This is an optimization exercise on Yosys and OpenROAD, whose aim is small area and a short achievable clock period, not a production implementation. At most, simulation tests tie the RTL to the original design; equivalence was not proved. Power figures rest on the tool's default switching activity, not on a simulated workload.

==> module fp_add, before the edit <==
module fp_add (
  input  logic        clk,
  input  logic        rst,
  input  logic        in_vld,
  input  logic [31:0] a,
  input  logic [31:0] b,
  output logic        sum_vld,
  output logic [31:0] sum
);
  localparam bit CUT1 = 1;   
  localparam bit CUT2 = 1;   
  localparam bit CUT3 = 1;   
  localparam bit CUT4 = 1;   
  localparam bit CUT5 = 1;   
  function automatic logic lt32(input logic [31:0] xa, input logic [31:0] ya);
    logic [31:0] g, k;
    integer w, i;
    g = ~xa & ya;   
    k = ~xa | ya;   
    for (w = 1; w < 32; w = w * 2)
      for (i = 0; i + w < 32; i = i + 2 * w) begin
        g[i] = g[i + w] | (k[i + w] & g[i]);
        k[i] = k[i + w] & k[i];
      end
    lt32 = g[0];
  endfunction
  function automatic logic [24:0] psum25(input logic [24:0] gi, input logic [24:0] pi,
                                         input logic ci);
    logic [25:0] g, p;
    integer w, i;
    g = {gi, ci};
    p = {pi, 1'b0};
    for (w = 1; w < 26; w = w * 2)
      for (i = 25; i >= 0; i--)
        if ((i / w) % 2 == 1) begin
          g[i] = g[i] | (p[i] & g[(i / w) * w - 1]);
          p[i] = p[i] & p[(i / w) * w - 1];
        end
    psum25 = pi ^ g[24:0];
  endfunction
  logic        swap, sub, ls;
  logic [31:0] x, y;
  logic [8:0]  dab, dba;
  logic [7:0]  dd;
  assign dab  = {1'b0, a[30:23]} - {1'b0, b[30:23]};
  assign dba  = {1'b0, b[30:23]} - {1'b0, a[30:23]};
  assign swap = lt32({24'd0, a[30:23]}, {24'd0, b[30:23]});
  assign x    = swap ? b : a;
  assign y    = swap ? a : b;
  assign dd   = dab[8] ? dba[7:0] : dab[7:0];
  assign sub  = a[31] ^ b[31];
  assign ls   = sub & (a[30:23] == b[30:23]) & lt32({9'd0, a[22:0]}, {9'd0, b[22:0]});
  logic        v1, s1, sub1, ls1, far1;
  logic [7:0]  e1;
  logic [22:0] mx1, my1;
  logic [4:0]  d1;
  if (CUT1) begin : g_cut1
    always_ff @(posedge clk) begin
      if (rst) v1 <= 1'b0;
      else     v1 <= in_vld;
      s1   <= ls ? b[31] : x[31];
      e1   <= x[30:23];
      mx1  <= x[22:0];
      my1  <= y[22:0] ^ {23{sub}};
      d1   <= dd[4:0];
      far1 <= dd[7:5] != 3'd0;
      sub1 <= sub;
      ls1  <= ls;
    end
  end else begin : g_nocut1
    assign v1   = in_vld;
    assign s1   = ls ? b[31] : x[31];
    assign e1   = x[30:23];
    assign mx1  = x[22:0];
    assign my1  = y[22:0] ^ {23{sub}};
    assign d1   = dd[4:0];
    assign far1 = dd[7:5] != 3'd0;
    assign sub1 = sub;
    assign ls1  = ls;
  end
  logic [23:0] ys;
  logic [24:0] xo, yo, gg, pp;
  logic [55:0] yw;
  assign yw = {{32{sub1}}, ~sub1, my1} >> d1;
  assign ys = far1 ? {24{sub1}} : yw[23:0];
  assign xo = {2'b01, mx1};
  assign yo = {sub1, ys};
  assign gg = xo & yo;
  assign pp = xo ^ yo;
  logic        v2, s2, c2, ls2;
  logic [7:0]  e2;
  logic [24:0] g2, p2;
  if (CUT2) begin : g_cut2
    always_ff @(posedge clk) begin
      if (rst) v2 <= 1'b0;
      else     v2 <= v1;
      s2 <= s1;
      g2 <= gg;
      p2 <= pp;
      c2  <= sub1 & ~ls1;
      ls2 <= ls1;
      e2  <= e1 + 8'd1;
    end
  end else begin : g_nocut2
    assign v2 = v1;
    assign s2 = s1;
    assign e2  = e1 + 8'd1;
    assign g2  = gg;
    assign p2  = pp;
    assign c2  = sub1 & ~ls1;
    assign ls2 = ls1;
  end
  logic [24:0] u;
  assign u = psum25(g2, p2, c2) ^ {25{ls2}};
  logic        v3, s3;
  logic [7:0]  e3;
  logic [24:0] u3;
  if (CUT3) begin : g_cut3
    always_ff @(posedge clk) begin
      if (rst) v3 <= 1'b0;
      else     v3 <= v2;
      s3 <= s2;
      e3 <= e2;
      u3 <= u;
    end
  end else begin : g_nocut3
    assign v3 = v2;
    assign s3 = s2;
    assign e3 = e2;
    assign u3 = u;
  end
  logic [24:0] n1, n2, n3;
  logic [2:0]  lzh;
  logic [3:0] z4;
  assign lzh[2] = u3[24:9] == 16'd0;
  assign lzh[1] = lzh[2] ? u3[8:1] == 8'd0 : u3[24:17] == 8'd0;
  assign z4     = {u3[24:21] == 4'd0, u3[16:13] == 4'd0, u3[8:5] == 4'd0, !u3[0]};
  assign lzh[0] = z4[~lzh[2:1]];
  assign n1     = lzh[2] ? {u3[8:0], 16'd0} : u3;
  assign n2     = lzh[1] ? {n1[16:0], 8'd0} : n1;
  assign n3     = lzh[0] ? {n2[20:0], 4'd0} : n2;
  logic        v4, s4;
  logic [7:0]  e4;
  logic [24:0] n34;
  if (CUT4) begin : g_cut4
    always_ff @(posedge clk) begin
      if (rst) v4 <= 1'b0;
      else     v4 <= v3;
      s4  <= s3;
      e4  <= {e3[7:2] - {3'd0, lzh}, e3[1:0]};
      n34 <= n3;
    end
  end else begin : g_nocut4
    assign v4  = v3;
    assign s4  = s3;
    assign e4  = {e3[7:2] - {3'd0, lzh}, e3[1:0]};
    assign n34 = n3;
  end
  logic [24:0] n4, n5;
  logic [1:0]  lzl;
  assign lzl[1] = n34[24:23] == 2'd0;
  assign n4     = lzl[1] ? {n34[22:0], 2'd0} : n34;
  assign lzl[0] = !n4[24];
  assign n5     = lzl[0] ? {n4[23:0], 1'b0} : n4;
  logic [2:0] el;
  logic [5:0] eu;
  logic [7:0] ef;
  assign el = {1'b0, e4[1:0]} - {1'b0, lzl};
  assign eu = e4[7:2] - 6'd1;
  assign ef = {el[2] ? eu : e4[7:2], el[1:0]};
  logic        nz;
  logic [31:0] res;
  assign nz  = n5[24];
  assign res = {s4 & nz, ef & {8{nz}}, n5[23:1]};
  if (CUT5) begin : g_cut5
    always_ff @(posedge clk) begin
      if (rst) sum_vld <= 1'b0;
      else     sum_vld <= v4;
      sum <= res;
    end
  end else begin : g_nocut5
    assign sum_vld = v4;
    assign sum     = res;
  end
endmodule
==> flow/config.mk <==
export PLATFORM = sky130hd
export DESIGN_NAME = fp_add
export DESIGN_NICKNAME = fp_add
export VERILOG_FILES = /design/flow/design.v
export SDC_FILE = /design/flow/constraint.sdc
export NUM_CORES = 4
export LEC_CHECK = 0
export ABC_AREA = 1
export CAP_MARGIN = 20
export CORE_MARGIN = 2
export CORE_UTILIZATION = 40
export CTS_BUF_LIST = sky130_fd_sc_hd__clkbuf_4 sky130_fd_sc_hd__clkbuf_8
export CTS_CLUSTER_DIAMETER = 50
export CTS_CLUSTER_SIZE = 16
export PLACE_DENSITY = 0.6
export SETUP_SLACK_MARGIN = 1.6
export SLEW_MARGIN = 20
==> flow/constraint.sdc <==
create_clock -name core_clock -period 3.5 [get_ports {clk}]
set_input_delay 0.7000 -clock core_clock [delete_from_list [all_inputs] [get_ports {clk}]]
set_output_delay 0.7000 -clock core_clock [all_outputs]
set_load 0.01 [all_outputs]
standard.sh (not shown) runs the stock make flow with config.mk's settings and CLKGATE_MAP_FILE= SYNTH_SCRIPT=/design/flow/synth_recipe.tcl, a recipe that flattens the netlist after the stock synthesis.
==> flow/flow/run.sh <==
#!/bin/bash
# The standard layout, with the ports buffered by the smallest plain buffer
# (buf_1) instead of the delay buffer ORFS picks by default.
set -euo pipefail
bash standard.sh BUFFER_PORTS_ARGS="-buffer_cell sky130_fd_sc_hd__buf_1" finish > standard.log 2>&1
Next try:
--- a/flow/design.v
+++ b/flow/design.v
@@ -61,7 +61,7 @@
       s1   <= ls ? b[31] : x[31];
       e1   <= x[30:23];
       mx1  <= x[22:0];
-      my1  <= y[22:0] ^ {23{sub}};
+      my1  <= y[22:0];
       d1   <= dd[4:0];
       far1 <= dd[7:5] != 3'd0;
       sub1 <= sub;
@@ -72,7 +72,7 @@
     assign s1   = ls ? b[31] : x[31];
     assign e1   = x[30:23];
     assign mx1  = x[22:0];
-    assign my1  = y[22:0] ^ {23{sub}};
+    assign my1  = y[22:0];
     assign d1   = dd[4:0];
     assign far1 = dd[7:5] != 3'd0;
     assign sub1 = sub;
@@ -80,14 +80,12 @@
   end
   logic [23:0] ys;
   logic [24:0] xo, yo, gg, pp;
-  logic [55:0] yw;
-  assign yw = {{32{sub1}}, ~sub1, my1} >> d1;
-  assign ys = far1 ? {24{sub1}} : yw[23:0];
-  assign xo = {2'b01, mx1};
-  assign yo = {sub1, ys};
+  assign ys = far1 ? 24'd0 : ({1'b1, my1} >> d1);
+  assign xo = {2'b01, mx1} ^ {25{ls1}};
+  assign yo = {1'b0, ys} ^ {25{sub1 & ~ls1}};
   assign gg = xo & yo;
   assign pp = xo ^ yo;
-  logic        v2, s2, c2, ls2;
+  logic        v2, s2, c2;
   logic [7:0]  e2;
   logic [24:0] g2, p2;
   if (CUT2) begin : g_cut2
@@ -95,23 +93,21 @@
       if (rst) v2 <= 1'b0;
       else     v2 <= v1;
       s2 <= s1;
+      e2 <= e1;
       g2 <= gg;
       p2 <= pp;
-      c2  <= sub1 & ~ls1;
-      ls2 <= ls1;
-      e2  <= e1 + 8'd1;
+      c2 <= sub1;
     end
   end else begin : g_nocut2
     assign v2 = v1;
     assign s2 = s1;
-    assign e2  = e1 + 8'd1;
-    assign g2  = gg;
-    assign p2  = pp;
-    assign c2  = sub1 & ~ls1;
-    assign ls2 = ls1;
+    assign e2 = e1;
+    assign g2 = gg;
+    assign p2 = pp;
+    assign c2 = sub1;
   end
   logic [24:0] u;
-  assign u = psum25(g2, p2, c2) ^ {25{ls2}};
+  assign u = psum25(g2, p2, c2);
   logic        v3, s3;
   logic [7:0]  e3;
   logic [24:0] u3;
@@ -141,20 +137,23 @@
   assign n3     = lzh[0] ? {n2[20:0], 4'd0} : n2;
   logic        v4, s4;
   logic [7:0]  e4;
+  logic [2:0]  lzh4;
   logic [24:0] n34;
   if (CUT4) begin : g_cut4
     always_ff @(posedge clk) begin
       if (rst) v4 <= 1'b0;
       else     v4 <= v3;
       s4  <= s3;
-      e4  <= {e3[7:2] - {3'd0, lzh}, e3[1:0]};
-      n34 <= n3;
+      e4   <= e3 + 8'd1;
+      lzh4 <= lzh;
+      n34  <= n3;
     end
   end else begin : g_nocut4
     assign v4  = v3;
     assign s4  = s3;
-    assign e4  = {e3[7:2] - {3'd0, lzh}, e3[1:0]};
-    assign n34 = n3;
+    assign e4   = e3 + 8'd1;
+    assign lzh4 = lzh;
+    assign n34  = n3;
   end
   logic [24:0] n4, n5;
   logic [1:0]  lzl;
@@ -162,12 +161,14 @@
   assign n4     = lzl[1] ? {n34[22:0], 2'd0} : n34;
   assign lzl[0] = !n4[24];
   assign n5     = lzl[0] ? {n4[23:0], 1'b0} : n4;
+  logic [7:0] ea;
+  logic [5:0] eu;
   logic [2:0] el;
-  logic [5:0] eu;
   logic [7:0] ef;
-  assign el = {1'b0, e4[1:0]} - {1'b0, lzl};
-  assign eu = e4[7:2] - 6'd1;
-  assign ef = {el[2] ? eu : e4[7:2], el[1:0]};
+  assign ea = {e4[7:2] - {3'd0, lzh4}, e4[1:0]};
+  assign eu = ea[7:2] - 6'd1;
+  assign el = {1'b0, ea[1:0]} - {1'b0, lzl};
+  assign ef = {el[2] ? eu : ea[7:2], el[1:0]};
   logic        nz;
   logic [31:0] res;
   assign nz  = n5[24];
Sequential power drops by about 1%.
Register-to-register slack is better by 0.06 ns.
Cell area rises by 1.7%.
Via count drops by 5.9%.
Die area drops by 2.6%.
Synthesized cell count fell by 5.3%.
Setup slack gets better by 0.064 ns.
First-iteration DRC count fell by 20%.
Core utilization went up by 2.4 points.
Global-route usage went down by 0.82 points.
Cell count falls by 6.6%.
Function was not checked in any run of this note: the RTL went through the layout flow alone.

* * *

Another version of the RTL of fp_add (not shown whole).
Size in the first run: about 1000 cells after synthesis, ~100 I/O pins, ~0.010 mm2 of cells after synthesis.
==> module fp_add, before the edit <==
module fp_add (
  input  logic        clk,
  input  logic        rst,
  input  logic        in_vld,
  input  logic [31:0] a,
  input  logic [31:0] b,
  output logic        sum_vld,
  output logic [31:0] sum
);
  localparam bit CUT1 = 1;   
  localparam bit CUT2 = 1;   
  localparam bit CUT3 = 1;   
  localparam bit CUT4 = 1;   
  localparam bit CUT5 = 1;   
  function automatic logic lt31(input logic [30:0] xa, input logic [30:0] ya);
    logic [31:0] g, e;
    integer w, i;
    g = {1'b0, ~xa & ya};
    e = {1'b1, ~(xa ^ ya)};
    for (w = 1; w < 32; w = w * 2)
      for (i = 0; i + w < 32; i = i + 2 * w) begin
        g[i] = g[i + w] | (e[i + w] & g[i]);
        e[i] = e[i + w] & e[i];
      end
    lt31 = g[0];
  endfunction
  function automatic logic [24:0] psum25(input logic [24:0] gi, input logic [24:0] pi,
                                         input logic ci);
    logic [25:0] g, p;
    integer w, i;
    g = {gi, ci};
    p = {pi, 1'b0};
    for (w = 1; w < 26; w = w * 2)
      for (i = 25; i >= 0; i--)
        if ((i / w) % 2 == 1) begin
          g[i] = g[i] | (p[i] & g[(i / w) * w - 1]);
          p[i] = p[i] & p[(i / w) * w - 1];
        end
    psum25 = pi ^ g[24:0];
  endfunction
  logic        swap;
  logic [31:0] x, y;
  logic [7:0]  dd;
  logic        sub;
  logic [8:0]  dab, dba;
  assign swap = lt31(a[30:0], b[30:0]);
  assign x    = swap ? b : a;
  assign y    = swap ? a : b;
  assign dab  = {1'b0, a[30:23]} - {1'b0, b[30:23]};
  assign dba  = {1'b0, b[30:23]} - {1'b0, a[30:23]};
  assign dd   = dab[8] ? dba[7:0] : dab[7:0];
  assign sub  = a[31] ^ b[31];
  logic        v1, s1, sub1, far1;
  logic [7:0]  e1;
  logic [22:0] mx1, my1;
  logic [4:0]  d1;
  if (CUT1) begin : g_cut1
    always_ff @(posedge clk) begin
      if (rst) v1 <= 1'b0;
      else     v1 <= in_vld;
      s1   <= x[31];
      e1   <= dab[8] ? b[30:23] : a[30:23];
      mx1  <= x[22:0];
      my1  <= y[22:0];
      d1   <= dd[4:0];
      far1 <= dd[7:5] != 3'd0;
      sub1 <= sub;
    end
  end else begin : g_nocut1
    assign v1   = in_vld;
    assign s1   = x[31];
    assign e1   = dab[8] ? b[30:23] : a[30:23];
    assign mx1  = x[22:0];
    assign my1  = y[22:0];
    assign d1   = dd[4:0];
    assign far1 = dd[7:5] != 3'd0;
    assign sub1 = sub;
  end
  logic [23:0] ys;
  logic [24:0] yo, gg, pp;
  assign ys = far1 ? 24'd0 : ({1'b1, my1} >> d1);
  assign yo = {1'b0, ys} ^ {25{sub1}};
  assign gg = {2'b01, mx1} & yo;
  assign pp = {2'b01, mx1} ^ yo;
  logic        v2, s2, c2;
  logic [7:0]  e2;
  logic [24:0] g2, p2;
  if (CUT2) begin : g_cut2
    always_ff @(posedge clk) begin
      if (rst) v2 <= 1'b0;
      else     v2 <= v1;
      s2 <= s1;
      e2 <= e1;
      g2 <= gg;
      p2 <= pp;
      c2 <= sub1;
    end
  end else begin : g_nocut2
    assign v2 = v1;
    assign s2 = s1;
    assign e2 = e1;
    assign g2 = gg;
    assign p2 = pp;
    assign c2 = sub1;
  end
  logic [24:0] u;
  assign u = psum25(g2, p2, c2);
  logic        v3, s3;
  logic [7:0]  e3;
  logic [24:0] u3;
  if (CUT3) begin : g_cut3
    always_ff @(posedge clk) begin
      if (rst) v3 <= 1'b0;
      else     v3 <= v2;
      s3 <= s2;
      e3 <= e2;
      u3 <= u;
    end
  end else begin : g_nocut3
    assign v3 = v2;
    assign s3 = s2;
    assign e3 = e2;
    assign u3 = u;
  end
  logic [24:0] n1, n2, n3;
  logic [2:0]  lzh;
  assign lzh[2] = u3[24:9] == 16'd0;
  assign n1     = lzh[2] ? {u3[8:0], 16'd0} : u3;
  assign lzh[1] = n1[24:17] == 8'd0;
  assign n2     = lzh[1] ? {n1[16:0], 8'd0} : n1;
  assign lzh[0] = n2[24:21] == 4'd0;
  assign n3     = lzh[0] ? {n2[20:0], 4'd0} : n2;
  logic        v4, s4;
  logic [7:0]  e4;
  logic [2:0]  lzh4;
  logic [24:0] n34;
  if (CUT4) begin : g_cut4
    always_ff @(posedge clk) begin
      if (rst) v4 <= 1'b0;
      else     v4 <= v3;
      s4  <= s3;
      e4   <= e3 + 8'd1;
      lzh4 <= lzh;
      n34  <= n3;
    end
  end else begin : g_nocut4
    assign v4  = v3;
    assign s4  = s3;
    assign e4   = e3 + 8'd1;
    assign lzh4 = lzh;
    assign n34  = n3;
  end
  logic [24:0] n4, n5;
  logic [1:0]  lzl;
  assign lzl[1] = n34[24:23] == 2'd0;
  assign n4     = lzl[1] ? {n34[22:0], 2'd0} : n34;
  assign lzl[0] = !n4[24];
  assign n5     = lzl[0] ? {n4[23:0], 1'b0} : n4;
  logic        nz;
  logic [31:0] res;
  assign nz  = n5[24];
  assign res = {s4 & nz, (e4 - {3'd0, lzh4, lzl}) & {8{nz}}, n5[23:1]};
  if (CUT5) begin : g_cut5
    always_ff @(posedge clk) begin
      if (rst) sum_vld <= 1'b0;
      else     sum_vld <= v4;
      sum <= res;
    end
  end else begin : g_nocut5
    assign sum_vld = v4;
    assign sum     = res;
  end
endmodule
Settings: LEC_CHECK=0, CAP_MARGIN=20, CORE_MARGIN=2, CORE_UTILIZATION=40, PLACE_DENSITY=0.6, SETUP_SLACK_MARGIN=0.7, SLEW_MARGIN=20; clock period 3.5 ns.
run.sh (not shown) runs the stock make flow with config.mk's settings and CLKGATE_MAP_FILE= SYNTH_SCRIPT=/design/flow/synth_recipe.tcl, a recipe that flattens the netlist after the stock synthesis.
Stock flow here: none of the scripts above is used.
Change:
--- a/flow/design.v
+++ b/flow/design.v
@@ -59,7 +59,7 @@
       if (rst) v1 <= 1'b0;
       else     v1 <= in_vld;
       s1   <= x[31];
-      e1   <= dab[8] ? b[30:23] : a[30:23];
+      e1   <= x[30:23];
       mx1  <= x[22:0];
       my1  <= y[22:0];
       d1   <= dd[4:0];
@@ -69,7 +69,7 @@
   end else begin : g_nocut1
     assign v1   = in_vld;
     assign s1   = x[31];
-    assign e1   = dab[8] ? b[30:23] : a[30:23];
+    assign e1   = x[30:23];
     assign mx1  = x[22:0];
     assign my1  = y[22:0];
     assign d1   = dd[4:0];
@@ -124,31 +124,30 @@
   end
   logic [24:0] n1, n2, n3;
   logic [2:0]  lzh;
+  logic [7:0]  eh;
   assign lzh[2] = u3[24:9] == 16'd0;
   assign n1     = lzh[2] ? {u3[8:0], 16'd0} : u3;
   assign lzh[1] = n1[24:17] == 8'd0;
   assign n2     = lzh[1] ? {n1[16:0], 8'd0} : n1;
   assign lzh[0] = n2[24:21] == 4'd0;
   assign n3     = lzh[0] ? {n2[20:0], 4'd0} : n2;
+  assign eh     = e3 + 8'd1 - {3'd0, lzh, 2'd0};
   logic        v4, s4;
   logic [7:0]  e4;
-  logic [2:0]  lzh4;
   logic [24:0] n34;
   if (CUT4) begin : g_cut4
     always_ff @(posedge clk) begin
       if (rst) v4 <= 1'b0;
       else     v4 <= v3;
       s4  <= s3;
-      e4   <= e3 + 8'd1;
-      lzh4 <= lzh;
-      n34  <= n3;
+      e4  <= eh;
+      n34 <= n3;
     end
   end else begin : g_nocut4
     assign v4  = v3;
     assign s4  = s3;
-    assign e4   = e3 + 8'd1;
-    assign lzh4 = lzh;
-    assign n34  = n3;
+    assign e4  = eh;
+    assign n34 = n3;
   end
   logic [24:0] n4, n5;
   logic [1:0]  lzl;
@@ -159,7 +158,7 @@
   logic        nz;
   logic [31:0] res;
   assign nz  = n5[24];
-  assign res = {s4 & nz, (e4 - {3'd0, lzh4, lzl}) & {8{nz}}, n5[23:1]};
+  assign res = {s4 & nz, (e4 - {6'd0, lzl}) & {8{nz}}, n5[23:1]};
   if (CUT5) begin : g_cut5
     always_ff @(posedge clk) begin
       if (rst) sum_vld <= 1'b0;
Effect:
- combinational power came out higher by about 6%
- worst setup slack loses 0.038 ns
- count of clock-buffer cells in the layout is higher by 3
- global-route usage goes down by 0.93 points
- cell count climbs by 0.41%
- final area climbs by 4.8%
No functional check of the RTL was part of the second run of this note.

-- port drivers added, routing unchanged --
Ports are ideal in the flow. The routed layouts listed here were re-timed in OpenROAD. Step 1 (the two cells are an assumption about what drives the block):
set clk [get_ports {clk}]
set_driving_cell -lib_cell sky130_fd_sc_hd__clkbuf_16 $clk
set_driving_cell -lib_cell sky130_fd_sc_hd__buf_2 [delete_from_list [all_inputs] $clk]
Step 2 times the ports against the registers' clock, not the clock port: input delays grow and output delays shrink by t, the midpoint of the rising clock arrivals with the driver on. Slacks: ideal / step 1 / step 2; pairs: ideal / step 1.
run	t, ns	slack for setup (ns)	worst setup path at the end
the first run of note 1	0.596	1.403 / 1.403 / 1.110	input to register
the second run of note 1	0.588	1.467 / 1.457 / 0.869	input to register
the first run of note 2	0.573	0.782 / 0.809 / 0.235	input to register
the second run of note 2	0.549	0.744 / 0.744 / 0.223	input to register
After both steps every run listed still meets setup and hold. For the second run of note 1, which loses most, drivers alone change the setup slack by -0.010 ns; drivers and shift together by -0.598 ns.
